This design comes from an exercise in tuning for small area and a short achievable clock period on the open sky130 flow, not from production work. Function was not checked in any run shown here: the RTL went through the layout flow alone. Power and IR drop assume default switching activity.

==> flow/design.v (outline; a module is shown in full before it is edited, if it fits) <==
// module cla32: 3 lines
// module wallace_mul: 948 lines
// module csa_fa: 4 lines
// module csa_ha: 4 lines
module wallace_mul(input [15:0] a, input [15:0] b, output [32:0] out, input clk);
  // ...
==> flow/run.sh <==
#!/bin/bash
# synth_recipe.tcl (not shown) runs the flow's synth.tcl, then flattens the netlist and writes it again
# the make line also repeats each setting of config.mk as NAME=value (left out here)
make -C /OpenROAD-flow-scripts/flow DESIGN_CONFIG=/design/flow/config.mk WORK_HOME=/design/flow/orfs CLKGATE_MAP_FILE= SYNTH_SCRIPT=/design/flow/synth_recipe.tcl finish
==> flow/config.mk <==
export PLATFORM = sky130hd
export DESIGN_NAME = wallace_mul
export DESIGN_NICKNAME = wallace_mul
export VERILOG_FILES = /design/flow/design.v
export SDC_FILE = /design/flow/constraint.sdc
export NUM_CORES = 4
export LEC_CHECK = 0
export CAP_MARGIN = 20
export CORE_MARGIN = 2
export CORE_UTILIZATION = 40
export CTS_BUF_LIST = sky130_fd_sc_hd__clkbuf_16
export CTS_CLUSTER_DIAMETER = 80
export CTS_CLUSTER_SIZE = 30
export PLACE_DENSITY = 0.6
export SETUP_SLACK_MARGIN = 2.5
export SLEW_MARGIN = 20
export SYNTH_HIERARCHICAL = 1
export SYNTH_MINIMUM_KEEP_SIZE = 0
==> flow/constraint.sdc <==
create_clock -name core_clock -period 4.4 [get_ports {clk}]
set_input_delay 0.8800 -clock core_clock [delete_from_list [all_inputs] [get_ports {clk}]]
set_output_delay 0.8800 -clock core_clock [all_outputs]
set_load 0.01 [all_outputs]
==> notes.md, run 1 <==
- Leaving out fill and tap cells, the most frequent cell in the layout is dfxtp_1.
- Syn Inst Count: 1109
- Area-dominant cell class after layout: sequential cells
* Power group with the largest share: registers
* Main combinational cell family by area after synthesis: adder cells
- Placed Area: 15300 µm²
- After detailed routing, the average wire length per cell comes to 16.7 µm.
- Counting every sink on the clock net gives 386.
- CTS Root Buffer Type: clkbuf_16
- Post-layout worst setup margin: 2110 ps
- Summed over all nets, wire length on met2 after detailed routing comes to 11300 µm.
* Combined flip-flop and latch cell area: 7790 µm²
- After synthesis, the mean cell area works out to 12.9 µm².
- R2R Path Start: q3_q2_c2
- Starting Density: 40.5%
- Slowest CP cell: fa_2
- Top cells by count, synth: dfxtp_1 (386), xnor2_1 (154), a22oi_1 (120), fa_1 (112), clkbuf_1 (72)
* Outcome: no timing/DRC/antenna violations
* Proportion of netlist area held by the largest area contributor: 53.8%
- Summed over the clock group, the power is 1.93 mW.
- Library cells used by synthesis: 48
- The die is 193 µm tall.
* Cts bufs inserted: 18
- For this run, global-route usage on met2 was measured as 20.5%.
- The largest registers in the layout are p5 (32), p6 (32), p7 (32).
* Most utilized layer in the global route result: met1
- Summing the areas of all compound-gate instances in the mapped netlist gives 9.44% of the synthesized area.
* Cells resized by post-CTS repair: 161
* Cell Count Post-Placement: 1550
==> module wallace_mul, before the edit <==
module wallace_mul(input [15:0] a, input [15:0] b, output [32:0] out, input clk);
  reg [15:0] ra1;
  wire [17:0] bx = {2'b00, b};
  wire [16:0] bl = {b, 1'b0};
  wire [7:0] e_neg, e_one, e_two;
  reg [7:0] rneg1;
  reg [7:0] rone1;
  reg [7:0] rtwo1;
  reg rb15_1;
  wire [17:0] ax = {1'b0, ra1, 1'b0};
  wire pp_0_0 = ((rone1[0] & ax[1]) | (rtwo1[0] & ax[0])) ^ rneg1[0];
  wire pp_0_1 = ((rone1[0] & ax[2]) | (rtwo1[0] & ax[1])) ^ rneg1[0];
  wire pp_0_2 = ((rone1[0] & ax[3]) | (rtwo1[0] & ax[2])) ^ rneg1[0];
  wire pp_0_3 = ((rone1[0] & ax[4]) | (rtwo1[0] & ax[3])) ^ rneg1[0];
  wire pp_0_4 = ((rone1[0] & ax[5]) | (rtwo1[0] & ax[4])) ^ rneg1[0];
  wire pp_0_5 = ((rone1[0] & ax[6]) | (rtwo1[0] & ax[5])) ^ rneg1[0];
  wire pp_0_6 = ((rone1[0] & ax[7]) | (rtwo1[0] & ax[6])) ^ rneg1[0];
  wire pp_0_7 = ((rone1[0] & ax[8]) | (rtwo1[0] & ax[7])) ^ rneg1[0];
  wire pp_0_8 = ((rone1[0] & ax[9]) | (rtwo1[0] & ax[8])) ^ rneg1[0];
  wire pp_0_9 = ((rone1[0] & ax[10]) | (rtwo1[0] & ax[9])) ^ rneg1[0];
  wire pp_0_10 = ((rone1[0] & ax[11]) | (rtwo1[0] & ax[10])) ^ rneg1[0];
  wire pp_0_11 = ((rone1[0] & ax[12]) | (rtwo1[0] & ax[11])) ^ rneg1[0];
  wire pp_0_12 = ((rone1[0] & ax[13]) | (rtwo1[0] & ax[12])) ^ rneg1[0];
  wire pp_0_13 = ((rone1[0] & ax[14]) | (rtwo1[0] & ax[13])) ^ rneg1[0];
  wire pp_0_14 = ((rone1[0] & ax[15]) | (rtwo1[0] & ax[14])) ^ rneg1[0];
  wire pp_0_15 = ((rone1[0] & ax[16]) | (rtwo1[0] & ax[15])) ^ rneg1[0];
  wire pp_0_16 = ((rone1[0] & ax[17]) | (rtwo1[0] & ax[16])) ^ rneg1[0];
  wire pp_1_0 = ((rone1[1] & ax[1]) | (rtwo1[1] & ax[0])) ^ rneg1[1];
  wire pp_1_1 = ((rone1[1] & ax[2]) | (rtwo1[1] & ax[1])) ^ rneg1[1];
  wire pp_1_2 = ((rone1[1] & ax[3]) | (rtwo1[1] & ax[2])) ^ rneg1[1];
  wire pp_1_3 = ((rone1[1] & ax[4]) | (rtwo1[1] & ax[3])) ^ rneg1[1];
  wire pp_1_4 = ((rone1[1] & ax[5]) | (rtwo1[1] & ax[4])) ^ rneg1[1];
  wire pp_1_5 = ((rone1[1] & ax[6]) | (rtwo1[1] & ax[5])) ^ rneg1[1];
  wire pp_1_6 = ((rone1[1] & ax[7]) | (rtwo1[1] & ax[6])) ^ rneg1[1];
  wire pp_1_7 = ((rone1[1] & ax[8]) | (rtwo1[1] & ax[7])) ^ rneg1[1];
  wire pp_1_8 = ((rone1[1] & ax[9]) | (rtwo1[1] & ax[8])) ^ rneg1[1];
  wire pp_1_9 = ((rone1[1] & ax[10]) | (rtwo1[1] & ax[9])) ^ rneg1[1];
  wire pp_1_10 = ((rone1[1] & ax[11]) | (rtwo1[1] & ax[10])) ^ rneg1[1];
  wire pp_1_11 = ((rone1[1] & ax[12]) | (rtwo1[1] & ax[11])) ^ rneg1[1];
  wire pp_1_12 = ((rone1[1] & ax[13]) | (rtwo1[1] & ax[12])) ^ rneg1[1];
  wire pp_1_13 = ((rone1[1] & ax[14]) | (rtwo1[1] & ax[13])) ^ rneg1[1];
  wire pp_1_14 = ((rone1[1] & ax[15]) | (rtwo1[1] & ax[14])) ^ rneg1[1];
  wire pp_1_15 = ((rone1[1] & ax[16]) | (rtwo1[1] & ax[15])) ^ rneg1[1];
  wire pp_1_16 = ((rone1[1] & ax[17]) | (rtwo1[1] & ax[16])) ^ rneg1[1];
  wire pp_2_0 = ((rone1[2] & ax[1]) | (rtwo1[2] & ax[0])) ^ rneg1[2];
  wire pp_2_1 = ((rone1[2] & ax[2]) | (rtwo1[2] & ax[1])) ^ rneg1[2];
  wire pp_2_2 = ((rone1[2] & ax[3]) | (rtwo1[2] & ax[2])) ^ rneg1[2];
  wire pp_2_3 = ((rone1[2] & ax[4]) | (rtwo1[2] & ax[3])) ^ rneg1[2];
  wire pp_2_4 = ((rone1[2] & ax[5]) | (rtwo1[2] & ax[4])) ^ rneg1[2];
  wire pp_2_5 = ((rone1[2] & ax[6]) | (rtwo1[2] & ax[5])) ^ rneg1[2];
  wire pp_2_6 = ((rone1[2] & ax[7]) | (rtwo1[2] & ax[6])) ^ rneg1[2];
  wire pp_2_7 = ((rone1[2] & ax[8]) | (rtwo1[2] & ax[7])) ^ rneg1[2];
  wire pp_2_8 = ((rone1[2] & ax[9]) | (rtwo1[2] & ax[8])) ^ rneg1[2];
  wire pp_2_9 = ((rone1[2] & ax[10]) | (rtwo1[2] & ax[9])) ^ rneg1[2];
  wire pp_2_10 = ((rone1[2] & ax[11]) | (rtwo1[2] & ax[10])) ^ rneg1[2];
  wire pp_2_11 = ((rone1[2] & ax[12]) | (rtwo1[2] & ax[11])) ^ rneg1[2];
  wire pp_2_12 = ((rone1[2] & ax[13]) | (rtwo1[2] & ax[12])) ^ rneg1[2];
  wire pp_2_13 = ((rone1[2] & ax[14]) | (rtwo1[2] & ax[13])) ^ rneg1[2];
  wire pp_2_14 = ((rone1[2] & ax[15]) | (rtwo1[2] & ax[14])) ^ rneg1[2];
  wire pp_2_15 = ((rone1[2] & ax[16]) | (rtwo1[2] & ax[15])) ^ rneg1[2];
  wire pp_2_16 = ((rone1[2] & ax[17]) | (rtwo1[2] & ax[16])) ^ rneg1[2];
  wire pp_3_0 = ((rone1[3] & ax[1]) | (rtwo1[3] & ax[0])) ^ rneg1[3];
  wire pp_3_1 = ((rone1[3] & ax[2]) | (rtwo1[3] & ax[1])) ^ rneg1[3];
  wire pp_3_2 = ((rone1[3] & ax[3]) | (rtwo1[3] & ax[2])) ^ rneg1[3];
  wire pp_3_3 = ((rone1[3] & ax[4]) | (rtwo1[3] & ax[3])) ^ rneg1[3];
  wire pp_3_4 = ((rone1[3] & ax[5]) | (rtwo1[3] & ax[4])) ^ rneg1[3];
  wire pp_3_5 = ((rone1[3] & ax[6]) | (rtwo1[3] & ax[5])) ^ rneg1[3];
  wire pp_3_6 = ((rone1[3] & ax[7]) | (rtwo1[3] & ax[6])) ^ rneg1[3];
  wire pp_3_7 = ((rone1[3] & ax[8]) | (rtwo1[3] & ax[7])) ^ rneg1[3];
  wire pp_3_8 = ((rone1[3] & ax[9]) | (rtwo1[3] & ax[8])) ^ rneg1[3];
  wire pp_3_9 = ((rone1[3] & ax[10]) | (rtwo1[3] & ax[9])) ^ rneg1[3];
  wire pp_3_10 = ((rone1[3] & ax[11]) | (rtwo1[3] & ax[10])) ^ rneg1[3];
  wire pp_3_11 = ((rone1[3] & ax[12]) | (rtwo1[3] & ax[11])) ^ rneg1[3];
  wire pp_3_12 = ((rone1[3] & ax[13]) | (rtwo1[3] & ax[12])) ^ rneg1[3];
  wire pp_3_13 = ((rone1[3] & ax[14]) | (rtwo1[3] & ax[13])) ^ rneg1[3];
  wire pp_3_14 = ((rone1[3] & ax[15]) | (rtwo1[3] & ax[14])) ^ rneg1[3];
  wire pp_3_15 = ((rone1[3] & ax[16]) | (rtwo1[3] & ax[15])) ^ rneg1[3];
  wire pp_3_16 = ((rone1[3] & ax[17]) | (rtwo1[3] & ax[16])) ^ rneg1[3];
  wire pp_4_0 = ((rone1[4] & ax[1]) | (rtwo1[4] & ax[0])) ^ rneg1[4];
  wire pp_4_1 = ((rone1[4] & ax[2]) | (rtwo1[4] & ax[1])) ^ rneg1[4];
  wire pp_4_2 = ((rone1[4] & ax[3]) | (rtwo1[4] & ax[2])) ^ rneg1[4];
  wire pp_4_3 = ((rone1[4] & ax[4]) | (rtwo1[4] & ax[3])) ^ rneg1[4];
  wire pp_4_4 = ((rone1[4] & ax[5]) | (rtwo1[4] & ax[4])) ^ rneg1[4];
  wire pp_4_5 = ((rone1[4] & ax[6]) | (rtwo1[4] & ax[5])) ^ rneg1[4];
  wire pp_4_6 = ((rone1[4] & ax[7]) | (rtwo1[4] & ax[6])) ^ rneg1[4];
  wire pp_4_7 = ((rone1[4] & ax[8]) | (rtwo1[4] & ax[7])) ^ rneg1[4];
  wire pp_4_8 = ((rone1[4] & ax[9]) | (rtwo1[4] & ax[8])) ^ rneg1[4];
  wire pp_4_9 = ((rone1[4] & ax[10]) | (rtwo1[4] & ax[9])) ^ rneg1[4];
  wire pp_4_10 = ((rone1[4] & ax[11]) | (rtwo1[4] & ax[10])) ^ rneg1[4];
  wire pp_4_11 = ((rone1[4] & ax[12]) | (rtwo1[4] & ax[11])) ^ rneg1[4];
  wire pp_4_12 = ((rone1[4] & ax[13]) | (rtwo1[4] & ax[12])) ^ rneg1[4];
  wire pp_4_13 = ((rone1[4] & ax[14]) | (rtwo1[4] & ax[13])) ^ rneg1[4];
  wire pp_4_14 = ((rone1[4] & ax[15]) | (rtwo1[4] & ax[14])) ^ rneg1[4];
  wire pp_4_15 = ((rone1[4] & ax[16]) | (rtwo1[4] & ax[15])) ^ rneg1[4];
  wire pp_4_16 = ((rone1[4] & ax[17]) | (rtwo1[4] & ax[16])) ^ rneg1[4];
  wire pp_5_0 = ((rone1[5] & ax[1]) | (rtwo1[5] & ax[0])) ^ rneg1[5];
  wire pp_5_1 = ((rone1[5] & ax[2]) | (rtwo1[5] & ax[1])) ^ rneg1[5];
  wire pp_5_2 = ((rone1[5] & ax[3]) | (rtwo1[5] & ax[2])) ^ rneg1[5];
  wire pp_5_3 = ((rone1[5] & ax[4]) | (rtwo1[5] & ax[3])) ^ rneg1[5];
  wire pp_5_4 = ((rone1[5] & ax[5]) | (rtwo1[5] & ax[4])) ^ rneg1[5];
  wire pp_5_5 = ((rone1[5] & ax[6]) | (rtwo1[5] & ax[5])) ^ rneg1[5];
  wire pp_5_6 = ((rone1[5] & ax[7]) | (rtwo1[5] & ax[6])) ^ rneg1[5];
  wire pp_5_7 = ((rone1[5] & ax[8]) | (rtwo1[5] & ax[7])) ^ rneg1[5];
  wire pp_5_8 = ((rone1[5] & ax[9]) | (rtwo1[5] & ax[8])) ^ rneg1[5];
  wire pp_5_9 = ((rone1[5] & ax[10]) | (rtwo1[5] & ax[9])) ^ rneg1[5];
  wire pp_5_10 = ((rone1[5] & ax[11]) | (rtwo1[5] & ax[10])) ^ rneg1[5];
  wire pp_5_11 = ((rone1[5] & ax[12]) | (rtwo1[5] & ax[11])) ^ rneg1[5];
  wire pp_5_12 = ((rone1[5] & ax[13]) | (rtwo1[5] & ax[12])) ^ rneg1[5];
  wire pp_5_13 = ((rone1[5] & ax[14]) | (rtwo1[5] & ax[13])) ^ rneg1[5];
  wire pp_5_14 = ((rone1[5] & ax[15]) | (rtwo1[5] & ax[14])) ^ rneg1[5];
  wire pp_5_15 = ((rone1[5] & ax[16]) | (rtwo1[5] & ax[15])) ^ rneg1[5];
  wire pp_5_16 = ((rone1[5] & ax[17]) | (rtwo1[5] & ax[16])) ^ rneg1[5];
  wire pp_6_0 = ((rone1[6] & ax[1]) | (rtwo1[6] & ax[0])) ^ rneg1[6];
  wire pp_6_1 = ((rone1[6] & ax[2]) | (rtwo1[6] & ax[1])) ^ rneg1[6];
  wire pp_6_2 = ((rone1[6] & ax[3]) | (rtwo1[6] & ax[2])) ^ rneg1[6];
  wire pp_6_3 = ((rone1[6] & ax[4]) | (rtwo1[6] & ax[3])) ^ rneg1[6];
  wire pp_6_4 = ((rone1[6] & ax[5]) | (rtwo1[6] & ax[4])) ^ rneg1[6];
  wire pp_6_5 = ((rone1[6] & ax[6]) | (rtwo1[6] & ax[5])) ^ rneg1[6];
  wire pp_6_6 = ((rone1[6] & ax[7]) | (rtwo1[6] & ax[6])) ^ rneg1[6];
  wire pp_6_7 = ((rone1[6] & ax[8]) | (rtwo1[6] & ax[7])) ^ rneg1[6];
  wire pp_6_8 = ((rone1[6] & ax[9]) | (rtwo1[6] & ax[8])) ^ rneg1[6];
  wire pp_6_9 = ((rone1[6] & ax[10]) | (rtwo1[6] & ax[9])) ^ rneg1[6];
  wire pp_6_10 = ((rone1[6] & ax[11]) | (rtwo1[6] & ax[10])) ^ rneg1[6];
  wire pp_6_11 = ((rone1[6] & ax[12]) | (rtwo1[6] & ax[11])) ^ rneg1[6];
  wire pp_6_12 = ((rone1[6] & ax[13]) | (rtwo1[6] & ax[12])) ^ rneg1[6];
  wire pp_6_13 = ((rone1[6] & ax[14]) | (rtwo1[6] & ax[13])) ^ rneg1[6];
  wire pp_6_14 = ((rone1[6] & ax[15]) | (rtwo1[6] & ax[14])) ^ rneg1[6];
  wire pp_6_15 = ((rone1[6] & ax[16]) | (rtwo1[6] & ax[15])) ^ rneg1[6];
  wire pp_6_16 = ((rone1[6] & ax[17]) | (rtwo1[6] & ax[16])) ^ rneg1[6];
  wire pp_7_0 = ((rone1[7] & ax[1]) | (rtwo1[7] & ax[0])) ^ rneg1[7];
  wire pp_7_1 = ((rone1[7] & ax[2]) | (rtwo1[7] & ax[1])) ^ rneg1[7];
  wire pp_7_2 = ((rone1[7] & ax[3]) | (rtwo1[7] & ax[2])) ^ rneg1[7];
  wire pp_7_3 = ((rone1[7] & ax[4]) | (rtwo1[7] & ax[3])) ^ rneg1[7];
  wire pp_7_4 = ((rone1[7] & ax[5]) | (rtwo1[7] & ax[4])) ^ rneg1[7];
  wire pp_7_5 = ((rone1[7] & ax[6]) | (rtwo1[7] & ax[5])) ^ rneg1[7];
  wire pp_7_6 = ((rone1[7] & ax[7]) | (rtwo1[7] & ax[6])) ^ rneg1[7];
  wire pp_7_7 = ((rone1[7] & ax[8]) | (rtwo1[7] & ax[7])) ^ rneg1[7];
  wire pp_7_8 = ((rone1[7] & ax[9]) | (rtwo1[7] & ax[8])) ^ rneg1[7];
  wire pp_7_9 = ((rone1[7] & ax[10]) | (rtwo1[7] & ax[9])) ^ rneg1[7];
  wire pp_7_10 = ((rone1[7] & ax[11]) | (rtwo1[7] & ax[10])) ^ rneg1[7];
  wire pp_7_11 = ((rone1[7] & ax[12]) | (rtwo1[7] & ax[11])) ^ rneg1[7];
  wire pp_7_12 = ((rone1[7] & ax[13]) | (rtwo1[7] & ax[12])) ^ rneg1[7];
  wire pp_7_13 = ((rone1[7] & ax[14]) | (rtwo1[7] & ax[13])) ^ rneg1[7];
  wire pp_7_14 = ((rone1[7] & ax[15]) | (rtwo1[7] & ax[14])) ^ rneg1[7];
  wire pp_7_15 = ((rone1[7] & ax[16]) | (rtwo1[7] & ax[15])) ^ rneg1[7];
  wire pp_7_16 = ((rone1[7] & ax[17]) | (rtwo1[7] & ax[16])) ^ rneg1[7];
  wire pp_8_0 = ra1[0] & rb15_1;
  wire pp_8_1 = ra1[1] & rb15_1;
  wire pp_8_2 = ra1[2] & rb15_1;
  wire pp_8_3 = ra1[3] & rb15_1;
  wire pp_8_4 = ra1[4] & rb15_1;
  wire pp_8_5 = ra1[5] & rb15_1;
  wire pp_8_6 = ra1[6] & rb15_1;
  wire pp_8_7 = ra1[7] & rb15_1;
  wire pp_8_8 = ra1[8] & rb15_1;
  wire pp_8_9 = ra1[9] & rb15_1;
  wire pp_8_10 = ra1[10] & rb15_1;
  wire pp_8_11 = ra1[11] & rb15_1;
  wire pp_8_12 = ra1[12] & rb15_1;
  wire pp_8_13 = ra1[13] & rb15_1;
  wire pp_8_14 = ra1[14] & rb15_1;
  wire pp_8_15 = ra1[15] & rb15_1;
  wire s1, c1;
  wire s2, c2;
  wire s3, c3;
  wire s4, c4;
  wire s5, c5;
  wire s6, c6;
  wire s7, c7;
  wire s8, c8;
  wire s9, c9;
  wire s10, c10;
  wire s11, c11;
  wire s12, c12;
  wire s13, c13;
  wire s14, c14;
  wire s15, c15;
  wire s16, c16;
  wire s17, c17;
  wire s18, c18;
  wire s19, c19;
  wire s20, c20;
  wire s21, c21;
  wire s22, c22;
  wire s23, c23;
  wire s24, c24;
  wire s25, c25;
  wire s26, c26;
  wire s27, c27;
  wire s28, c28;
  wire s29, c29;
  wire s30, c30;
  wire s31, c31;
  wire s32, c32;
  wire s33, c33;
  wire s34, c34;
  wire s35, c35;
  wire s36, c36;
  wire s37, c37;
  wire s38, c38;
  wire s39, c39;
  wire s40, c40;
  wire s41, c41;
  wire s42, c42;
  wire s43, c43;
  wire s44, c44;
  wire s45, c45;
  wire s46, c46;
  wire s47, c47;
  wire s48, c48;
  wire s49, c49;
  wire s50, c50;
  wire s51, c51;
  reg q2_pp_0_0;
  reg q2_rneg1_0;
  reg q2_pp_0_1;
  reg q2_s1;
  reg q2_c1;
  reg q2_pp_0_3;
  reg q2_pp_1_1;
  reg q2_s2;
  reg q2_rneg1_2;
  reg q2_c2;
  reg q2_s3;
  reg q2_c3;
  reg q2_s4;
  reg q2_pp_3_0;
  reg q2_rneg1_3;
  reg q2_c4;
  reg q2_s5;
  reg q2_pp_3_1;
  reg q2_c5;
  reg q2_s6;
  reg q2_s7;
  reg q2_c6;
  reg q2_c7;
  reg q2_s8;
  reg q2_pp_3_3;
  reg q2_pp_4_1;
  reg q2_c8;
  reg q2_s9;
  reg q2_s10;
  reg q2_rneg1_5;
  reg q2_c9;
  reg q2_c10;
  reg q2_s11;
  reg q2_s12;
  reg q2_c11;
  reg q2_c12;
  reg q2_s13;
  reg q2_s14;
  reg q2_pp_6_0;
  reg q2_rneg1_6;
  reg q2_c13;
  reg q2_c14;
  reg q2_s15;
  reg q2_s16;
  reg q2_pp_6_1;
  reg q2_c15;
  reg q2_c16;
  reg q2_s17;
  reg q2_s18;
  reg q2_s19;
  reg q2_c17;
  reg q2_c18;
  reg q2_c19;
  reg q2_s20;
  reg q2_s21;
  reg q2_s22;
  reg q2_c20;
  reg q2_c21;
  reg q2_c22;
  reg q2_s23;
  reg q2_s24;
  reg q2_s25;
  reg q2_c23;
  reg q2_c24;
  reg q2_c25;
  reg q2_s26;
  reg q2_s27;
  reg q2_s28;
  reg q2_c26;
  reg q2_c27;
  reg q2_c28;
  reg q2_s29;
  reg q2_s30;
  reg q2_s31;
  reg q2_c29;
  reg q2_c30;
  reg q2_c31;
  reg q2_s32;
  reg q2_s33;
  reg q2_s34;
  reg q2_c32;
  reg q2_c33;
  reg q2_c34;
  reg q2_s35;
  reg q2_s36;
  reg q2_s37;
  reg q2_c35;
  reg q2_c36;
  reg q2_c37;
  reg q2_s38;
  reg q2_s39;
  reg q2_pp_8_5;
  reg q2_c38;
  reg q2_c39;
  reg q2_s40;
  reg q2_s41;
  reg q2_pp_8_6;
  reg q2_c40;
  reg q2_c41;
  reg q2_s42;
  reg q2_s43;
  reg q2_c42;
  reg q2_c43;
  reg q2_s44;
  reg q2_s45;
  reg q2_c44;
  reg q2_c45;
  reg q2_s46;
  reg q2_pp_7_11;
  reg q2_pp_8_9;
  reg q2_c46;
  reg q2_s47;
  reg q2_pp_7_12;
  reg q2_pp_8_10;
  reg q2_c47;
  reg q2_s48;
  reg q2_pp_8_11;
  reg q2_c48;
  reg q2_s49;
  reg q2_pp_8_12;
  reg q2_c49;
  reg q2_s50;
  reg q2_c50;
  reg q2_s51;
  reg q2_c51;
  reg q2_nrneg1_7;
  reg q2_pp_8_15;
  wire s52, c52;
  wire s53, c53;
  wire s54, c54;
  wire s55, c55;
  wire s56, c56;
  wire s57, c57;
  wire s58, c58;
  wire s59, c59;
  wire s60, c60;
  wire s61, c61;
  wire s62, c62;
  wire s63, c63;
  wire s64, c64;
  wire s65, c65;
  wire s66, c66;
  wire s67, c67;
  wire s68, c68;
  wire s69, c69;
  wire s70, c70;
  wire s71, c71;
  wire s72, c72;
  wire s73, c73;
  wire s74, c74;
  wire s75, c75;
  wire s76, c76;
  wire s77, c77;
  wire s78, c78;
  wire s79, c79;
  wire s80, c80;
  wire s81, c81;
  wire s82, c82;
  wire s83, c83;
  wire s84, c84;
  wire s85, c85;
  wire s86, c86;
  wire s87, c87;
  wire s88, c88;
  wire s89, c89;
  wire s90, c90;
  wire s91, c91;
  wire s92, c92;
  wire s93, c93;
  wire s94, c94;
  wire s95, c95;
  wire s96, c96;
  wire s97, c97;
  wire s98, c98;
  wire s99, c99;
  wire s100, c100;
  wire s101, c101;
  wire s102, c102;
  wire s103, c103;
  wire s104, c104;
  wire s105, c105;
  wire s106, c106;
  wire s107, c107;
  reg q3_q2_pp_0_0;
  reg q3_q2_rneg1_0;
  reg q3_q2_pp_0_1;
  reg q3_q2_s1;
  reg q3_s52;
  reg q3_s88;
  reg q3_c88;
  reg q3_q2_c2;
  reg q3_q2_s3;
  reg q3_s53;
  reg q3_q2_rneg1_3;
  reg q3_c53;
  reg q3_s54;
  reg q3_c54;
  reg q3_s55;
  reg q3_s89;
  reg q3_q2_pp_4_1;
  reg q3_c89;
  reg q3_s90;
  reg q3_c90;
  reg q3_s91;
  reg q3_c91;
  reg q3_s92;
  reg q3_c92;
  reg q3_s93;
  reg q3_s62;
  reg q3_c93;
  reg q3_s94;
  reg q3_s64;
  reg q3_c94;
  reg q3_s95;
  reg q3_s66;
  reg q3_c95;
  reg q3_s96;
  reg q3_s68;
  reg q3_c96;
  reg q3_s97;
  reg q3_s70;
  reg q3_c97;
  reg q3_s98;
  reg q3_s72;
  reg q3_c98;
  reg q3_s99;
  reg q3_s74;
  reg q3_c99;
  reg q3_s100;
  reg q3_s76;
  reg q3_c100;
  reg q3_s101;
  reg q3_s78;
  reg q3_c101;
  reg q3_s102;
  reg q3_s80;
  reg q3_c102;
  reg q3_s103;
  reg q3_q2_s43;
  reg q3_c103;
  reg q3_s104;
  reg q3_c104;
  reg q3_s105;
  reg q3_q2_pp_8_9;
  reg q3_c105;
  reg q3_s106;
  reg q3_c106;
  reg q3_c84;
  reg q3_s85;
  reg q3_c85;
  reg q3_s86;
  reg q3_s107;
  reg q3_c107;
  reg q3_q2_c50;
  reg q3_q2_s51;
  reg q3_s87;
  wire s108, c108;
  wire s109, c109;
  wire s110, c110;
  wire s111, c111;
  wire s112, c112;
  wire s113, c113;
  wire s114, c114;
  wire s115, c115;
  wire s116, c116;
  wire s117, c117;
  wire s118, c118;
  wire s119, c119;
  wire s120, c120;
  wire s121, c121;
  wire s122, c122;
  wire s123, c123;
  wire s124, c124;
  wire s125, c125;
  wire s126, c126;
  wire s127, c127;
  wire s128, c128;
  wire s129, c129;
  wire s130, c130;
  wire s131, c131;
  wire s132, c132;
  wire [13:0] lx = {c115, c114, c113, c112, c111, c110, c109, c108, s108, q3_s88, q3_s52, q3_q2_s1, q3_q2_pp_0_1, q3_q2_pp_0_0};
  wire [13:0] ly = {s116, s115, s114, s113, s112, s111, s110, s109, 1'b0, 1'b0, 1'b0, 1'b0, 1'b0, q3_q2_rneg1_0};
  wire [14:0] lsum = lx + ly;
  reg [14:0] lo4;
  reg q4_c116;
  reg q4_s117;
  reg q4_c117;
  reg q4_s118;
  reg q4_c118;
  reg q4_s119;
  reg q4_c119;
  reg q4_s120;
  reg q4_c120;
  reg q4_s121;
  reg q4_c121;
  reg q4_s122;
  reg q4_c122;
  reg q4_s123;
  reg q4_c123;
  reg q4_s124;
  reg q4_c124;
  reg q4_s125;
  reg q4_c125;
  reg q4_s126;
  reg q4_c126;
  reg q4_s127;
  reg q4_c127;
  reg q4_s128;
  reg q4_c128;
  reg q4_s129;
  reg q4_c129;
  reg q4_s130;
  reg q4_c130;
  reg q4_s131;
  reg q4_c131;
  reg q4_q3_s107;
  reg q4_s132;
  reg q4_c132;
  reg q4_q3_s87;
  wire [17:0] hx = {q4_c132, q4_s132, q4_c131, q4_c130, q4_c129, q4_c128, q4_c127, q4_c126, q4_c125, q4_c124, q4_c123, q4_c122, q4_c121, q4_c120, q4_c119, q4_c118, q4_c117, q4_c116};
  wire [17:0] hy = {q4_q3_s87, 1'b0, q4_q3_s107, q4_s131, q4_s130, q4_s129, q4_s128, q4_s127, q4_s126, q4_s125, q4_s124, q4_s123, q4_s122, q4_s121, q4_s120, q4_s119, q4_s118, q4_s117};
  wire [18:0] hsum = {hx, lo4[14]} + {hy, lo4[14]};
  wire [32:0] fs = {1'b0, hsum[18:1], lo4[13:0]};
  reg [31:0] p5;
  reg [31:0] p6;
  reg [31:0] p7;
  always @(posedge clk) ra1 <= a;
  assign e_neg[0] = bx[1];
  assign e_one[0] = bx[0] ^ bl[0];
  assign e_two[0] = (bx[1] & ~bx[0] & ~bl[0]) | (~bx[1] & bx[0] & bl[0]);
  assign e_neg[1] = bx[3];
  assign e_one[1] = bx[2] ^ bl[2];
  assign e_two[1] = (bx[3] & ~bx[2] & ~bl[2]) | (~bx[3] & bx[2] & bl[2]);
  assign e_neg[2] = bx[5];
  assign e_one[2] = bx[4] ^ bl[4];
  assign e_two[2] = (bx[5] & ~bx[4] & ~bl[4]) | (~bx[5] & bx[4] & bl[4]);
  assign e_neg[3] = bx[7];
  assign e_one[3] = bx[6] ^ bl[6];
  assign e_two[3] = (bx[7] & ~bx[6] & ~bl[6]) | (~bx[7] & bx[6] & bl[6]);
  assign e_neg[4] = bx[9];
  assign e_one[4] = bx[8] ^ bl[8];
  assign e_two[4] = (bx[9] & ~bx[8] & ~bl[8]) | (~bx[9] & bx[8] & bl[8]);
  assign e_neg[5] = bx[11];
  assign e_one[5] = bx[10] ^ bl[10];
  assign e_two[5] = (bx[11] & ~bx[10] & ~bl[10]) | (~bx[11] & bx[10] & bl[10]);
  assign e_neg[6] = bx[13];
  assign e_one[6] = bx[12] ^ bl[12];
  assign e_two[6] = (bx[13] & ~bx[12] & ~bl[12]) | (~bx[13] & bx[12] & bl[12]);
  assign e_neg[7] = bx[15];
  assign e_one[7] = bx[14] ^ bl[14];
  assign e_two[7] = (bx[15] & ~bx[14] & ~bl[14]) | (~bx[15] & bx[14] & bl[14]);
  always @(posedge clk) rneg1 <= e_neg;
  always @(posedge clk) rone1 <= e_one;
  always @(posedge clk) rtwo1 <= e_two;
  always @(posedge clk) rb15_1 <= b[15];
  csa_fa u_s1(.x(pp_0_2), .y(pp_1_0), .z(rneg1[1]), .s(s1), .c(c1));
  csa_fa u_s2(.x(pp_0_4), .y(pp_1_2), .z(pp_2_0), .s(s2), .c(c2));
  csa_fa u_s3(.x(pp_0_5), .y(pp_1_3), .z(pp_2_1), .s(s3), .c(c3));
  csa_fa u_s4(.x(pp_0_6), .y(pp_1_4), .z(pp_2_2), .s(s4), .c(c4));
  csa_fa u_s5(.x(pp_0_7), .y(pp_1_5), .z(pp_2_3), .s(s5), .c(c5));
  csa_fa u_s6(.x(pp_0_8), .y(pp_1_6), .z(pp_2_4), .s(s6), .c(c6));
  csa_fa u_s7(.x(pp_3_2), .y(pp_4_0), .z(rneg1[4]), .s(s7), .c(c7));
  csa_fa u_s8(.x(pp_0_9), .y(pp_1_7), .z(pp_2_5), .s(s8), .c(c8));
  csa_fa u_s9(.x(pp_0_10), .y(pp_1_8), .z(pp_2_6), .s(s9), .c(c9));
  csa_fa u_s10(.x(pp_3_4), .y(pp_4_2), .z(pp_5_0), .s(s10), .c(c10));
  csa_fa u_s11(.x(pp_0_11), .y(pp_1_9), .z(pp_2_7), .s(s11), .c(c11));
  csa_fa u_s12(.x(pp_3_5), .y(pp_4_3), .z(pp_5_1), .s(s12), .c(c12));
  csa_fa u_s13(.x(pp_0_12), .y(pp_1_10), .z(pp_2_8), .s(s13), .c(c13));
  csa_fa u_s14(.x(pp_3_6), .y(pp_4_4), .z(pp_5_2), .s(s14), .c(c14));
  csa_fa u_s15(.x(pp_0_13), .y(pp_1_11), .z(pp_2_9), .s(s15), .c(c15));
  csa_fa u_s16(.x(pp_3_7), .y(pp_4_5), .z(pp_5_3), .s(s16), .c(c16));
  csa_fa u_s17(.x(pp_0_14), .y(pp_1_12), .z(pp_2_10), .s(s17), .c(c17));
  csa_fa u_s18(.x(pp_3_8), .y(pp_4_6), .z(pp_5_4), .s(s18), .c(c18));
  csa_fa u_s19(.x(pp_6_2), .y(pp_7_0), .z(rneg1[7]), .s(s19), .c(c19));
  csa_fa u_s20(.x(pp_0_15), .y(pp_1_13), .z(pp_2_11), .s(s20), .c(c20));
  csa_fa u_s21(.x(pp_3_9), .y(pp_4_7), .z(pp_5_5), .s(s21), .c(c21));
  csa_ha u_s22(.x(pp_6_3), .y(pp_7_1), .s(s22), .c(c22));
  csa_fa u_s23(.x(pp_0_16), .y(pp_1_14), .z(pp_2_12), .s(s23), .c(c23));
  csa_fa u_s24(.x(pp_3_10), .y(pp_4_8), .z(pp_5_6), .s(s24), .c(c24));
  csa_fa u_s25(.x(pp_6_4), .y(pp_7_2), .z(pp_8_0), .s(s25), .c(c25));
  csa_fa u_s26(.x(rneg1[0]), .y(pp_1_15), .z(pp_2_13), .s(s26), .c(c26));
  csa_fa u_s27(.x(pp_3_11), .y(pp_4_9), .z(pp_5_7), .s(s27), .c(c27));
  csa_fa u_s28(.x(pp_6_5), .y(pp_7_3), .z(pp_8_1), .s(s28), .c(c28));
  csa_fa u_s29(.x(rneg1[0]), .y(pp_1_16), .z(pp_2_14), .s(s29), .c(c29));
  csa_fa u_s30(.x(pp_3_12), .y(pp_4_10), .z(pp_5_8), .s(s30), .c(c30));
  csa_fa u_s31(.x(pp_6_6), .y(pp_7_4), .z(pp_8_2), .s(s31), .c(c31));
  csa_fa u_s32(.x(~rneg1[0]), .y(~rneg1[1]), .z(pp_2_15), .s(s32), .c(c32));
  csa_fa u_s33(.x(pp_3_13), .y(pp_4_11), .z(pp_5_9), .s(s33), .c(c33));
  csa_fa u_s34(.x(pp_6_7), .y(pp_7_5), .z(pp_8_3), .s(s34), .c(c34));
  assign s35 = ~(pp_2_16 ^ pp_3_14);
  assign c35 = pp_2_16 | pp_3_14;
  csa_fa u_s36(.x(pp_4_12), .y(pp_5_10), .z(pp_6_8), .s(s36), .c(c36));
  csa_ha u_s37(.x(pp_7_6), .y(pp_8_4), .s(s37), .c(c37));
  csa_fa u_s38(.x(~rneg1[2]), .y(pp_3_15), .z(pp_4_13), .s(s38), .c(c38));
  csa_fa u_s39(.x(pp_5_11), .y(pp_6_9), .z(pp_7_7), .s(s39), .c(c39));
  assign s40 = ~(pp_3_16 ^ pp_4_14);
  assign c40 = pp_3_16 | pp_4_14;
  csa_fa u_s41(.x(pp_5_12), .y(pp_6_10), .z(pp_7_8), .s(s41), .c(c41));
  csa_fa u_s42(.x(~rneg1[3]), .y(pp_4_15), .z(pp_5_13), .s(s42), .c(c42));
  csa_fa u_s43(.x(pp_6_11), .y(pp_7_9), .z(pp_8_7), .s(s43), .c(c43));
  assign s44 = ~(pp_4_16 ^ pp_5_14);
  assign c44 = pp_4_16 | pp_5_14;
  csa_fa u_s45(.x(pp_6_12), .y(pp_7_10), .z(pp_8_8), .s(s45), .c(c45));
  csa_fa u_s46(.x(~rneg1[4]), .y(pp_5_15), .z(pp_6_13), .s(s46), .c(c46));
  assign s47 = ~(pp_5_16 ^ pp_6_14);
  assign c47 = pp_5_16 | pp_6_14;
  csa_fa u_s48(.x(~rneg1[5]), .y(pp_6_15), .z(pp_7_13), .s(s48), .c(c48));
  assign s49 = ~(pp_6_16 ^ pp_7_14);
  assign c49 = pp_6_16 | pp_7_14;
  csa_fa u_s50(.x(~rneg1[6]), .y(pp_7_15), .z(pp_8_13), .s(s50), .c(c50));
  assign s51 = ~(pp_7_16 ^ pp_8_14);
  assign c51 = pp_7_16 | pp_8_14;
  always @(posedge clk) q2_pp_0_0 <= pp_0_0;
  always @(posedge clk) q2_rneg1_0 <= rneg1[0];
  always @(posedge clk) q2_pp_0_1 <= pp_0_1;
  always @(posedge clk) q2_s1 <= s1;
  always @(posedge clk) q2_c1 <= c1;
  always @(posedge clk) q2_pp_0_3 <= pp_0_3;
  always @(posedge clk) q2_pp_1_1 <= pp_1_1;
  always @(posedge clk) q2_s2 <= s2;
  always @(posedge clk) q2_rneg1_2 <= rneg1[2];
  always @(posedge clk) q2_c2 <= c2;
  always @(posedge clk) q2_s3 <= s3;
  always @(posedge clk) q2_c3 <= c3;
  always @(posedge clk) q2_s4 <= s4;
  always @(posedge clk) q2_pp_3_0 <= pp_3_0;
  always @(posedge clk) q2_rneg1_3 <= rneg1[3];
  always @(posedge clk) q2_c4 <= c4;
  always @(posedge clk) q2_s5 <= s5;
  always @(posedge clk) q2_pp_3_1 <= pp_3_1;
  always @(posedge clk) q2_c5 <= c5;
  always @(posedge clk) q2_s6 <= s6;
  always @(posedge clk) q2_s7 <= s7;
  always @(posedge clk) q2_c6 <= c6;
  always @(posedge clk) q2_c7 <= c7;
  always @(posedge clk) q2_s8 <= s8;
  always @(posedge clk) q2_pp_3_3 <= pp_3_3;
  always @(posedge clk) q2_pp_4_1 <= pp_4_1;
  always @(posedge clk) q2_c8 <= c8;
  always @(posedge clk) q2_s9 <= s9;
  always @(posedge clk) q2_s10 <= s10;
  always @(posedge clk) q2_rneg1_5 <= rneg1[5];
  always @(posedge clk) q2_c9 <= c9;
  always @(posedge clk) q2_c10 <= c10;
  always @(posedge clk) q2_s11 <= s11;
  always @(posedge clk) q2_s12 <= s12;
  always @(posedge clk) q2_c11 <= c11;
  always @(posedge clk) q2_c12 <= c12;
  always @(posedge clk) q2_s13 <= s13;
  always @(posedge clk) q2_s14 <= s14;
  always @(posedge clk) q2_pp_6_0 <= pp_6_0;
  always @(posedge clk) q2_rneg1_6 <= rneg1[6];
  always @(posedge clk) q2_c13 <= c13;
  always @(posedge clk) q2_c14 <= c14;
  always @(posedge clk) q2_s15 <= s15;
  always @(posedge clk) q2_s16 <= s16;
  always @(posedge clk) q2_pp_6_1 <= pp_6_1;
  always @(posedge clk) q2_c15 <= c15;
  always @(posedge clk) q2_c16 <= c16;
  always @(posedge clk) q2_s17 <= s17;
  always @(posedge clk) q2_s18 <= s18;
  always @(posedge clk) q2_s19 <= s19;
  always @(posedge clk) q2_c17 <= c17;
  always @(posedge clk) q2_c18 <= c18;
  always @(posedge clk) q2_c19 <= c19;
  always @(posedge clk) q2_s20 <= s20;
  always @(posedge clk) q2_s21 <= s21;
  always @(posedge clk) q2_s22 <= s22;
  always @(posedge clk) q2_c20 <= c20;
  always @(posedge clk) q2_c21 <= c21;
  always @(posedge clk) q2_c22 <= c22;
  always @(posedge clk) q2_s23 <= s23;
  always @(posedge clk) q2_s24 <= s24;
  always @(posedge clk) q2_s25 <= s25;
  always @(posedge clk) q2_c23 <= c23;
  always @(posedge clk) q2_c24 <= c24;
  always @(posedge clk) q2_c25 <= c25;
  always @(posedge clk) q2_s26 <= s26;
  always @(posedge clk) q2_s27 <= s27;
  always @(posedge clk) q2_s28 <= s28;
  always @(posedge clk) q2_c26 <= c26;
  always @(posedge clk) q2_c27 <= c27;
  always @(posedge clk) q2_c28 <= c28;
  always @(posedge clk) q2_s29 <= s29;
  always @(posedge clk) q2_s30 <= s30;
  always @(posedge clk) q2_s31 <= s31;
  always @(posedge clk) q2_c29 <= c29;
  always @(posedge clk) q2_c30 <= c30;
  always @(posedge clk) q2_c31 <= c31;
  always @(posedge clk) q2_s32 <= s32;
  always @(posedge clk) q2_s33 <= s33;
  always @(posedge clk) q2_s34 <= s34;
  always @(posedge clk) q2_c32 <= c32;
  always @(posedge clk) q2_c33 <= c33;
  always @(posedge clk) q2_c34 <= c34;
  always @(posedge clk) q2_s35 <= s35;
  always @(posedge clk) q2_s36 <= s36;
  always @(posedge clk) q2_s37 <= s37;
  always @(posedge clk) q2_c35 <= c35;
  always @(posedge clk) q2_c36 <= c36;
  always @(posedge clk) q2_c37 <= c37;
  always @(posedge clk) q2_s38 <= s38;
  always @(posedge clk) q2_s39 <= s39;
  always @(posedge clk) q2_pp_8_5 <= pp_8_5;
  always @(posedge clk) q2_c38 <= c38;
  always @(posedge clk) q2_c39 <= c39;
  always @(posedge clk) q2_s40 <= s40;
  always @(posedge clk) q2_s41 <= s41;
  always @(posedge clk) q2_pp_8_6 <= pp_8_6;
  always @(posedge clk) q2_c40 <= c40;
  always @(posedge clk) q2_c41 <= c41;
  always @(posedge clk) q2_s42 <= s42;
  always @(posedge clk) q2_s43 <= s43;
  always @(posedge clk) q2_c42 <= c42;
  always @(posedge clk) q2_c43 <= c43;
  always @(posedge clk) q2_s44 <= s44;
  always @(posedge clk) q2_s45 <= s45;
  always @(posedge clk) q2_c44 <= c44;
  always @(posedge clk) q2_c45 <= c45;
  always @(posedge clk) q2_s46 <= s46;
  always @(posedge clk) q2_pp_7_11 <= pp_7_11;
  always @(posedge clk) q2_pp_8_9 <= pp_8_9;
  always @(posedge clk) q2_c46 <= c46;
  always @(posedge clk) q2_s47 <= s47;
  always @(posedge clk) q2_pp_7_12 <= pp_7_12;
  always @(posedge clk) q2_pp_8_10 <= pp_8_10;
  always @(posedge clk) q2_c47 <= c47;
  always @(posedge clk) q2_s48 <= s48;
  always @(posedge clk) q2_pp_8_11 <= pp_8_11;
  always @(posedge clk) q2_c48 <= c48;
  always @(posedge clk) q2_s49 <= s49;
  always @(posedge clk) q2_pp_8_12 <= pp_8_12;
  always @(posedge clk) q2_c49 <= c49;
  always @(posedge clk) q2_s50 <= s50;
  always @(posedge clk) q2_c50 <= c50;
  always @(posedge clk) q2_s51 <= s51;
  always @(posedge clk) q2_c51 <= c51;
  always @(posedge clk) q2_nrneg1_7 <= ~rneg1[7];
  always @(posedge clk) q2_pp_8_15 <= pp_8_15;
  csa_fa u_s52(.x(q2_c1), .y(q2_pp_0_3), .z(q2_pp_1_1), .s(s52), .c(c52));
  csa_fa u_s53(.x(q2_c3), .y(q2_s4), .z(q2_pp_3_0), .s(s53), .c(c53));
  csa_fa u_s54(.x(q2_c4), .y(q2_s5), .z(q2_pp_3_1), .s(s54), .c(c54));
  csa_fa u_s55(.x(q2_c5), .y(q2_s6), .z(q2_s7), .s(s55), .c(c55));
  csa_fa u_s56(.x(q2_c6), .y(q2_c7), .z(q2_s8), .s(s56), .c(c56));
  csa_fa u_s57(.x(q2_c8), .y(q2_s9), .z(q2_s10), .s(s57), .c(c57));
  csa_fa u_s58(.x(q2_c9), .y(q2_c10), .z(q2_s11), .s(s58), .c(c58));
  csa_fa u_s59(.x(q2_c11), .y(q2_c12), .z(q2_s13), .s(s59), .c(c59));
  csa_fa u_s60(.x(q2_s14), .y(q2_pp_6_0), .z(q2_rneg1_6), .s(s60), .c(c60));
  csa_fa u_s61(.x(q2_c13), .y(q2_c14), .z(q2_s15), .s(s61), .c(c61));
  csa_ha u_s62(.x(q2_s16), .y(q2_pp_6_1), .s(s62), .c(c62));
  csa_fa u_s63(.x(q2_c15), .y(q2_c16), .z(q2_s17), .s(s63), .c(c63));
  csa_ha u_s64(.x(q2_s18), .y(q2_s19), .s(s64), .c(c64));
  csa_fa u_s65(.x(q2_c17), .y(q2_c18), .z(q2_c19), .s(s65), .c(c65));
  csa_fa u_s66(.x(q2_s20), .y(q2_s21), .z(q2_s22), .s(s66), .c(c66));
  csa_fa u_s67(.x(q2_c20), .y(q2_c21), .z(q2_c22), .s(s67), .c(c67));
  csa_fa u_s68(.x(q2_s23), .y(q2_s24), .z(q2_s25), .s(s68), .c(c68));
  csa_fa u_s69(.x(q2_c23), .y(q2_c24), .z(q2_c25), .s(s69), .c(c69));
  csa_fa u_s70(.x(q2_s26), .y(q2_s27), .z(q2_s28), .s(s70), .c(c70));
  csa_fa u_s71(.x(q2_c26), .y(q2_c27), .z(q2_c28), .s(s71), .c(c71));
  csa_fa u_s72(.x(q2_s29), .y(q2_s30), .z(q2_s31), .s(s72), .c(c72));
  csa_fa u_s73(.x(q2_c29), .y(q2_c30), .z(q2_c31), .s(s73), .c(c73));
  csa_fa u_s74(.x(q2_s32), .y(q2_s33), .z(q2_s34), .s(s74), .c(c74));
  csa_fa u_s75(.x(q2_c32), .y(q2_c33), .z(q2_c34), .s(s75), .c(c75));
  csa_fa u_s76(.x(q2_s35), .y(q2_s36), .z(q2_s37), .s(s76), .c(c76));
  csa_fa u_s77(.x(q2_c35), .y(q2_c36), .z(q2_c37), .s(s77), .c(c77));
  csa_fa u_s78(.x(q2_s38), .y(q2_s39), .z(q2_pp_8_5), .s(s78), .c(c78));
  csa_fa u_s79(.x(q2_c38), .y(q2_c39), .z(q2_s40), .s(s79), .c(c79));
  csa_ha u_s80(.x(q2_s41), .y(q2_pp_8_6), .s(s80), .c(c80));
  csa_fa u_s81(.x(q2_c40), .y(q2_c41), .z(q2_s42), .s(s81), .c(c81));
  csa_fa u_s82(.x(q2_c42), .y(q2_c43), .z(q2_s44), .s(s82), .c(c82));
  csa_fa u_s83(.x(q2_c44), .y(q2_c45), .z(q2_s46), .s(s83), .c(c83));
  csa_fa u_s84(.x(q2_c46), .y(q2_s47), .z(q2_pp_7_12), .s(s84), .c(c84));
  csa_fa u_s85(.x(q2_c47), .y(q2_s48), .z(q2_pp_8_11), .s(s85), .c(c85));
  csa_fa u_s86(.x(q2_c48), .y(q2_s49), .z(q2_pp_8_12), .s(s86), .c(c86));
  csa_fa u_s87(.x(q2_c51), .y(q2_nrneg1_7), .z(q2_pp_8_15), .s(s87), .c(c87));
  csa_fa u_s88(.x(c52), .y(q2_s2), .z(q2_rneg1_2), .s(s88), .c(c88));
  csa_fa u_s89(.x(c55), .y(s56), .z(q2_pp_3_3), .s(s89), .c(c89));
  csa_fa u_s90(.x(c56), .y(s57), .z(q2_rneg1_5), .s(s90), .c(c90));
  csa_fa u_s91(.x(c57), .y(s58), .z(q2_s12), .s(s91), .c(c91));
  csa_fa u_s92(.x(c58), .y(s59), .z(s60), .s(s92), .c(c92));
  csa_fa u_s93(.x(c59), .y(c60), .z(s61), .s(s93), .c(c93));
  csa_fa u_s94(.x(c61), .y(c62), .z(s63), .s(s94), .c(c94));
  csa_fa u_s95(.x(c63), .y(c64), .z(s65), .s(s95), .c(c95));
  csa_fa u_s96(.x(c65), .y(c66), .z(s67), .s(s96), .c(c96));
  csa_fa u_s97(.x(c67), .y(c68), .z(s69), .s(s97), .c(c97));
  csa_fa u_s98(.x(c69), .y(c70), .z(s71), .s(s98), .c(c98));
  csa_fa u_s99(.x(c71), .y(c72), .z(s73), .s(s99), .c(c99));
  csa_fa u_s100(.x(c73), .y(c74), .z(s75), .s(s100), .c(c100));
  csa_fa u_s101(.x(c75), .y(c76), .z(s77), .s(s101), .c(c101));
  csa_fa u_s102(.x(c77), .y(c78), .z(s79), .s(s102), .c(c102));
  csa_fa u_s103(.x(c79), .y(c80), .z(s81), .s(s103), .c(c103));
  csa_fa u_s104(.x(c81), .y(s82), .z(q2_s45), .s(s104), .c(c104));
  csa_fa u_s105(.x(c82), .y(s83), .z(q2_pp_7_11), .s(s105), .c(c105));
  csa_fa u_s106(.x(c83), .y(s84), .z(q2_pp_8_10), .s(s106), .c(c106));
  csa_fa u_s107(.x(c86), .y(q2_c49), .z(q2_s50), .s(s107), .c(c107));
  always @(posedge clk) q3_q2_pp_0_0 <= q2_pp_0_0;
  always @(posedge clk) q3_q2_rneg1_0 <= q2_rneg1_0;
  always @(posedge clk) q3_q2_pp_0_1 <= q2_pp_0_1;
  always @(posedge clk) q3_q2_s1 <= q2_s1;
  always @(posedge clk) q3_s52 <= s52;
  always @(posedge clk) q3_s88 <= s88;
  always @(posedge clk) q3_c88 <= c88;
  always @(posedge clk) q3_q2_c2 <= q2_c2;
  always @(posedge clk) q3_q2_s3 <= q2_s3;
  always @(posedge clk) q3_s53 <= s53;
  always @(posedge clk) q3_q2_rneg1_3 <= q2_rneg1_3;
  always @(posedge clk) q3_c53 <= c53;
  always @(posedge clk) q3_s54 <= s54;
  always @(posedge clk) q3_c54 <= c54;
  always @(posedge clk) q3_s55 <= s55;
  always @(posedge clk) q3_s89 <= s89;
  always @(posedge clk) q3_q2_pp_4_1 <= q2_pp_4_1;
  always @(posedge clk) q3_c89 <= c89;
  always @(posedge clk) q3_s90 <= s90;
  always @(posedge clk) q3_c90 <= c90;
  always @(posedge clk) q3_s91 <= s91;
  always @(posedge clk) q3_c91 <= c91;
  always @(posedge clk) q3_s92 <= s92;
  always @(posedge clk) q3_c92 <= c92;
  always @(posedge clk) q3_s93 <= s93;
  always @(posedge clk) q3_s62 <= s62;
  always @(posedge clk) q3_c93 <= c93;
  always @(posedge clk) q3_s94 <= s94;
  always @(posedge clk) q3_s64 <= s64;
  always @(posedge clk) q3_c94 <= c94;
  always @(posedge clk) q3_s95 <= s95;
  always @(posedge clk) q3_s66 <= s66;
  always @(posedge clk) q3_c95 <= c95;
  always @(posedge clk) q3_s96 <= s96;
  always @(posedge clk) q3_s68 <= s68;
  always @(posedge clk) q3_c96 <= c96;
  always @(posedge clk) q3_s97 <= s97;
  always @(posedge clk) q3_s70 <= s70;
  always @(posedge clk) q3_c97 <= c97;
  always @(posedge clk) q3_s98 <= s98;
  always @(posedge clk) q3_s72 <= s72;
  always @(posedge clk) q3_c98 <= c98;
  always @(posedge clk) q3_s99 <= s99;
  always @(posedge clk) q3_s74 <= s74;
  always @(posedge clk) q3_c99 <= c99;
  always @(posedge clk) q3_s100 <= s100;
  always @(posedge clk) q3_s76 <= s76;
  always @(posedge clk) q3_c100 <= c100;
  always @(posedge clk) q3_s101 <= s101;
  always @(posedge clk) q3_s78 <= s78;
  always @(posedge clk) q3_c101 <= c101;
  always @(posedge clk) q3_s102 <= s102;
  always @(posedge clk) q3_s80 <= s80;
  always @(posedge clk) q3_c102 <= c102;
  always @(posedge clk) q3_s103 <= s103;
  always @(posedge clk) q3_q2_s43 <= q2_s43;
  always @(posedge clk) q3_c103 <= c103;
  always @(posedge clk) q3_s104 <= s104;
  always @(posedge clk) q3_c104 <= c104;
  always @(posedge clk) q3_s105 <= s105;
  always @(posedge clk) q3_q2_pp_8_9 <= q2_pp_8_9;
  always @(posedge clk) q3_c105 <= c105;
  always @(posedge clk) q3_s106 <= s106;
  always @(posedge clk) q3_c106 <= c106;
  always @(posedge clk) q3_c84 <= c84;
  always @(posedge clk) q3_s85 <= s85;
  always @(posedge clk) q3_c85 <= c85;
  always @(posedge clk) q3_s86 <= s86;
  always @(posedge clk) q3_s107 <= s107;
  always @(posedge clk) q3_c107 <= c107;
  always @(posedge clk) q3_q2_c50 <= q2_c50;
  always @(posedge clk) q3_q2_s51 <= q2_s51;
  always @(posedge clk) q3_s87 <= s87;
  csa_fa u_s108(.x(q3_c88), .y(q3_q2_c2), .z(q3_q2_s3), .s(s108), .c(c108));
  csa_ha u_s109(.x(q3_s53), .y(q3_q2_rneg1_3), .s(s109), .c(c109));
  csa_ha u_s110(.x(q3_c53), .y(q3_s54), .s(s110), .c(c110));
  csa_ha u_s111(.x(q3_c54), .y(q3_s55), .s(s111), .c(c111));
  csa_ha u_s112(.x(q3_s89), .y(q3_q2_pp_4_1), .s(s112), .c(c112));
  csa_ha u_s113(.x(q3_c89), .y(q3_s90), .s(s113), .c(c113));
  csa_ha u_s114(.x(q3_c90), .y(q3_s91), .s(s114), .c(c114));
  csa_ha u_s115(.x(q3_c91), .y(q3_s92), .s(s115), .c(c115));
  csa_fa u_s116(.x(q3_c92), .y(q3_s93), .z(q3_s62), .s(s116), .c(c116));
  csa_fa u_s117(.x(q3_c93), .y(q3_s94), .z(q3_s64), .s(s117), .c(c117));
  csa_fa u_s118(.x(q3_c94), .y(q3_s95), .z(q3_s66), .s(s118), .c(c118));
  csa_fa u_s119(.x(q3_c95), .y(q3_s96), .z(q3_s68), .s(s119), .c(c119));
  csa_fa u_s120(.x(q3_c96), .y(q3_s97), .z(q3_s70), .s(s120), .c(c120));
  csa_fa u_s121(.x(q3_c97), .y(q3_s98), .z(q3_s72), .s(s121), .c(c121));
  csa_fa u_s122(.x(q3_c98), .y(q3_s99), .z(q3_s74), .s(s122), .c(c122));
  csa_fa u_s123(.x(q3_c99), .y(q3_s100), .z(q3_s76), .s(s123), .c(c123));
  csa_fa u_s124(.x(q3_c100), .y(q3_s101), .z(q3_s78), .s(s124), .c(c124));
  csa_fa u_s125(.x(q3_c101), .y(q3_s102), .z(q3_s80), .s(s125), .c(c125));
  csa_fa u_s126(.x(q3_c102), .y(q3_s103), .z(q3_q2_s43), .s(s126), .c(c126));
  csa_ha u_s127(.x(q3_c103), .y(q3_s104), .s(s127), .c(c127));
  csa_fa u_s128(.x(q3_c104), .y(q3_s105), .z(q3_q2_pp_8_9), .s(s128), .c(c128));
  csa_ha u_s129(.x(q3_c105), .y(q3_s106), .s(s129), .c(c129));
  csa_fa u_s130(.x(q3_c106), .y(q3_c84), .z(q3_s85), .s(s130), .c(c130));
  csa_ha u_s131(.x(q3_c85), .y(q3_s86), .s(s131), .c(c131));
  csa_fa u_s132(.x(q3_c107), .y(q3_q2_c50), .z(q3_q2_s51), .s(s132), .c(c132));
  always @(posedge clk) lo4 <= lsum;
  always @(posedge clk) q4_c116 <= c116;
  always @(posedge clk) q4_s117 <= s117;
  always @(posedge clk) q4_c117 <= c117;
  always @(posedge clk) q4_s118 <= s118;
  always @(posedge clk) q4_c118 <= c118;
  always @(posedge clk) q4_s119 <= s119;
  always @(posedge clk) q4_c119 <= c119;
  always @(posedge clk) q4_s120 <= s120;
  always @(posedge clk) q4_c120 <= c120;
  always @(posedge clk) q4_s121 <= s121;
  always @(posedge clk) q4_c121 <= c121;
  always @(posedge clk) q4_s122 <= s122;
  always @(posedge clk) q4_c122 <= c122;
  always @(posedge clk) q4_s123 <= s123;
  always @(posedge clk) q4_c123 <= c123;
  always @(posedge clk) q4_s124 <= s124;
  always @(posedge clk) q4_c124 <= c124;
  always @(posedge clk) q4_s125 <= s125;
  always @(posedge clk) q4_c125 <= c125;
  always @(posedge clk) q4_s126 <= s126;
  always @(posedge clk) q4_c126 <= c126;
  always @(posedge clk) q4_s127 <= s127;
  always @(posedge clk) q4_c127 <= c127;
  always @(posedge clk) q4_s128 <= s128;
  always @(posedge clk) q4_c128 <= c128;
  always @(posedge clk) q4_s129 <= s129;
  always @(posedge clk) q4_c129 <= c129;
  always @(posedge clk) q4_s130 <= s130;
  always @(posedge clk) q4_c130 <= c130;
  always @(posedge clk) q4_s131 <= s131;
  always @(posedge clk) q4_c131 <= c131;
  always @(posedge clk) q4_q3_s107 <= q3_s107;
  always @(posedge clk) q4_s132 <= s132;
  always @(posedge clk) q4_c132 <= c132;
  always @(posedge clk) q4_q3_s87 <= q3_s87;
  always @(posedge clk) p5 <= fs[31:0];
  always @(posedge clk) p6 <= p5;
  always @(posedge clk) p7 <= p6;
  assign out = {1'b0, p7};
endmodule
==> run 2: changes to the inputs <==
--- a/flow/design.v
+++ b/flow/design.v
@@ -495,14 +495,10 @@
   wire s130, c130;
   wire s131, c131;
   wire s132, c132;
-  wire [13:0] lx = {c115, c114, c113, c112, c111, c110, c109, c108, s108, q3_s88, q3_s52, q3_q2_s1, q3_q2_pp_0_1, q3_q2_pp_0_0};
-  wire [13:0] ly = {s116, s115, s114, s113, s112, s111, s110, s109, 1'b0, 1'b0, 1'b0, 1'b0, 1'b0, q3_q2_rneg1_0};
-  wire [14:0] lsum = lx + ly;
-  reg [14:0] lo4;
-  reg q4_c116;
-  reg q4_s117;
-  reg q4_c117;
-  reg q4_s118;
+  wire [15:0] lx = {c117, c116, c115, c114, c113, c112, c111, c110, c109, c108, s108, q3_s88, q3_s52, q3_q2_s1, q3_q2_pp_0_1, q3_q2_pp_0_0};
+  wire [15:0] ly = {s118, s117, s116, s115, s114, s113, s112, s111, s110, s109, 1'b0, 1'b0, 1'b0, 1'b0, 1'b0, q3_q2_rneg1_0};
+  wire [16:0] lsum = lx + ly;
+  reg [16:0] lo4;
   reg q4_c118;
   reg q4_s119;
   reg q4_c119;
@@ -534,10 +530,10 @@
   reg q4_s132;
   reg q4_c132;
   reg q4_q3_s87;
-  wire [17:0] hx = {q4_c132, q4_s132, q4_c131, q4_c130, q4_c129, q4_c128, q4_c127, q4_c126, q4_c125, q4_c124, q4_c123, q4_c122, q4_c121, q4_c120, q4_c119, q4_c118, q4_c117, q4_c116};
-  wire [17:0] hy = {q4_q3_s87, 1'b0, q4_q3_s107, q4_s131, q4_s130, q4_s129, q4_s128, q4_s127, q4_s126, q4_s125, q4_s124, q4_s123, q4_s122, q4_s121, q4_s120, q4_s119, q4_s118, q4_s117};
-  wire [18:0] hsum = {hx, lo4[14]} + {hy, lo4[14]};
-  wire [32:0] fs = {1'b0, hsum[18:1], lo4[13:0]};
+  wire [15:0] hx = {q4_c132, q4_s132, q4_c131, q4_c130, q4_c129, q4_c128, q4_c127, q4_c126, q4_c125, q4_c124, q4_c123, q4_c122, q4_c121, q4_c120, q4_c119, q4_c118};
+  wire [15:0] hy = {q4_q3_s87, 1'b0, q4_q3_s107, q4_s131, q4_s130, q4_s129, q4_s128, q4_s127, q4_s126, q4_s125, q4_s124, q4_s123, q4_s122, q4_s121, q4_s120, q4_s119};
+  wire [16:0] hsum = {hx, lo4[16]} + {hy, lo4[16]};
+  wire [32:0] fs = {1'b0, hsum[16:1], lo4[15:0]};
   reg [31:0] p5;
   reg [31:0] p6;
   reg [31:0] p7;
@@ -909,10 +905,6 @@
   csa_ha u_s131(.x(q3_c85), .y(q3_s86), .s(s131), .c(c131));
   csa_fa u_s132(.x(q3_c107), .y(q3_q2_c50), .z(q3_q2_s51), .s(s132), .c(c132));
   always @(posedge clk) lo4 <= lsum;
-  always @(posedge clk) q4_c116 <= c116;
-  always @(posedge clk) q4_s117 <= s117;
-  always @(posedge clk) q4_c117 <= c117;
-  always @(posedge clk) q4_s118 <= s118;
   always @(posedge clk) q4_c118 <= c118;
   always @(posedge clk) q4_s119 <= s119;
   always @(posedge clk) q4_c119 <= c119;
--- a/flow/config.mk
+++ b/flow/config.mk
@@ -8,9 +8,9 @@
 export CAP_MARGIN = 20
 export CORE_MARGIN = 2
 export CORE_UTILIZATION = 40
-export CTS_BUF_LIST = sky130_fd_sc_hd__clkbuf_16
-export CTS_CLUSTER_DIAMETER = 80
-export CTS_CLUSTER_SIZE = 30
+export CTS_BUF_LIST = sky130_fd_sc_hd__clkbuf_8
+export CTS_CLUSTER_DIAMETER = 60
+export CTS_CLUSTER_SIZE = 20
 export PLACE_DENSITY = 0.6
 export SETUP_SLACK_MARGIN = 2.5
 export SLEW_MARGIN = 20
==> notes.md, run 2 <==
* Library cells used by synthesis: 54 (+13%)
- From synthesis to final layout, the design area changed by 12.2%.
* Via Count: 7807
- Combined flip-flop and latch cell area: 7750 µm² (-0.45%)
- The slack of the critical path is 2290 ps (+172 ps).
- The number of standard cells after synthesis is 1118 (+0.81%).
* Type of the worst setup path: reg2reg
- Most utilized layer in the global route result: met2
- First-pass GRT wire length: 43800 µm
- R2r endpoint: lo4[12]
* Share of cells above drive strength 1: 15.1%
- Area of the multi-input gates: 6420 µm²
- TritonCTS built the clock tree.
- Summed over all layers, the global routing overflow is 0.
* Cell Rows: 69
- The floorplan step set the die width to 194 µm.
- Power density over cell area: 724 nW/µm²
* Detailed Route WL: 26800 µm
- Internal reg-to-reg setup slack: 2290 ps
- The cell total after placement came to 1559 (+0.58%).
- The number of buffers inserted during clock tree synthesis was 30 (+12).
- Proportion of netlist area held by the largest area contributor: 53.4% (-0.41 points)
- Warnings from Yosys: 7
- For this run, the leading register cell type out of synthesis is dfxtp_1.
- CTS built an H-tree with a depth of 1.
- Setup repair after global routing could not meet its margin everywhere.
- CTS Root Buffer Type: clkbuf_8
* Die height: 194 µm (+0.12%)
- For the worst setup path, the data arrival time is 2620 ps.
- During placement, the flow inserted port buffers numbering 64.
- dfxtp_1 is the most common cell in the netlist.
* Detailed router's first-iteration violation count: 403
* Top cells by count, synth: dfxtp_1 (384), xnor2_1 (156), a22oi_1 (120), fa_1 (112), clkbuf_1 (76)
- FFs w/ async S/R, synth: 0%
* Hold crit path type: reg2reg
* Leading registers by flop count: p5 (32), p6 (32), p7 (32)
- For hold timing, the worst endpoint is p6[18].
* Met2 Resource Use GR: 22.5% (+2.0 points)
* Detailed-route DRC error count: 0
- The mean instance size in the synthesized netlist came to 12.9 µm² (-0.55%).
* Leakage power: 6.33 nW
- Clock-pin slew was measured on the worst setup and hold paths at 110 ps.
* Antenna violations before repair: 0
* Number of setup violations in the final report: 0
- Met1 usage: 20.6%
- Number of routed nets with antenna violations: 0
* Starting Density: 40.6% (+0.10 points)
- GRT Overall Usage: 14.3%
- After synthesis the netlist holds a flip-flop and latch count of 384.
* Maximum Capacitance Violations: 0
- The number of sinks handled by clock tree synthesis came to 384 (-0.52%).
* Placed Area: 15300 µm² (about the same)
* Count of endpoints failing hold in the final timing report: 0
- Of all nets on the critical path, the largest fanout is 3.
- The run finished with no timing, DRC or antenna violations.
* Maximum vdd drop: 0.265 mV
- For the final routed database, the setup TNS stands at 0 ps.
- Average routed wire per standard cell: 16.5 µm (-1.4%)
- The congestion estimate from routability-driven global placement came to 0.813.
- Worst Min Path Start: p5[18]
- Most common cell after layout, fill and taps aside: dfxtp_1
* Final Max Slew Viols: 0
- Global Route met3 Usage: 1.95%
- R2R Path Start: q3_q2_c2
- Net count reported at finish: 1330
- Number of global-route vias before repair: 8336
* Core Region: 35500 µm²
- Most area-hungry cell type in the Yosys netlist: dfxtp_1
- Number of hold-repair buffers added at the cts stage: 0
* Maximum clock frequency: 473 MHz
* Setup skew after layout: 31.6 ps
[run 2: cell types whose count changed in the layout (fill, tap and decap cells not counted), sizes merged, moves of 5 or more]
cell | before | now
a21o | 6 | 11
inv | 28 | 36
nor2 | 17 | 9
clkbuf | 19 | 32
[run 2: cell type report]
| cell class | count | share of cell area, % |
|---|---|---|
| tap | 461 | 3.57 |
| clock buffer | 32 | 2.73 |
| timing repair buffer | 75 | 4.04 |
| inverter | 25 | 0.581 |
| multi-input combinational | 622 | 39.8 |
| sequential | 384 | 48.0 |
| clock inverter | 23 | 1.35 |
[run 2: logic make-up (layout without fill, tap and decap cells)]
kind of cell	Yosys count	count (layout)	share of synthesized area, %
other	1	1	0.0261
xor gates and xnor gates	170	170	10.3
DFF	384	384	53.4
AOI/OAI and AO/OA	196	196	10.0
and+or+nand+nor	96	96	3.53
buffers and inverters	112	155	3.02
adders and majority gates	159	159	19.7
[run 2: what timing repair did]
action | CTS | global route
endpoints found under the hold margin | 0 | 0
pin swaps | 18 | 5
setup endpoints to repair | 88 | 96
buffers inserted | 6 | 2
gates resized for setup | 159 | 61
[run 2: critical path: stages, from the launching register on]
cell	delay, ps
dfxtp_2	340
fa_2	410
ha_4	180
a2111o_1	400
a41oi_4	260
o21bai_2	120
a21oi_2	170
xnor2_1	150
[run 2: how the worst max path moves through the flow]
stage | start | endpoint | depth (start not counted)
after detailed placement | q3_q2_c2 | lo4[12] | 7
after global placement | q3_s54 | lo4[12] | 7
after CTS | q3_c53 | lo4[12] | 7
after floorplan | q3_s54 | lo4[12] | 8
after global routing | q3_q2_c2 | lo4[12] | 7
final | q3_q2_c2 | lo4[12] | 7
[run 2: per-module statistics from Yosys, one instance, submodules excluded]
module       flip-flops and latches  cell area, µm²  copies in the design
wallace_mul                     384           12000                     1
csa_ha                            0            12.5                    15
csa_fa                            0            20.0                   111
[run 2: metal layers]
layer  wire length, µm  vias up
li1                  -     3761
met1             13200     3816
met2             11800      191
met3              1330       39
met4               451        0
met5                 0        -
[run 2: power by group]
group | total (mW) | switching [mW] | internal, mW
logic | 4.16 | 2.09 | 2.08
clock network | 2.00 | 1.25 | 0.753
registers | 5.53 | 0.659 | 4.88
[run 2: stage by stage]
| stage | total power [mW] | util [%] |
|---|---|---|
| CTS | 11.6 | 45.0 |
| global route | 12.7 | 45.5 |
| global placement | 9.40 | 43.1 |
| detailed placement | 9.52 | 43.1 |
| finish | 11.7 | 45.5 |
| floorplan | 8.18 | - |

-- port drivers added, routing unchanged --
Ports are ideal in the flow. The routed layouts listed here were re-timed in OpenROAD.
Step 1, drivers: a clkbuf_16 drives clk and a buf_2 each remaining input, both assumed.
Step 2 also shifts input and output timing later by t, the mid clock arrival at the registers, as if the neighbouring blocks saw the same clock.
Slacks: ideal / step 1 / step 2; pairs: ideal / step 1.
run | t (ns) | setup slack, ns
run 1 | 0.574 | 2.115 / 2.115 / 2.115
run 2 | 0.643 | 2.287 / 2.287 / 2.287
After both steps every run listed still meets setup and hold.
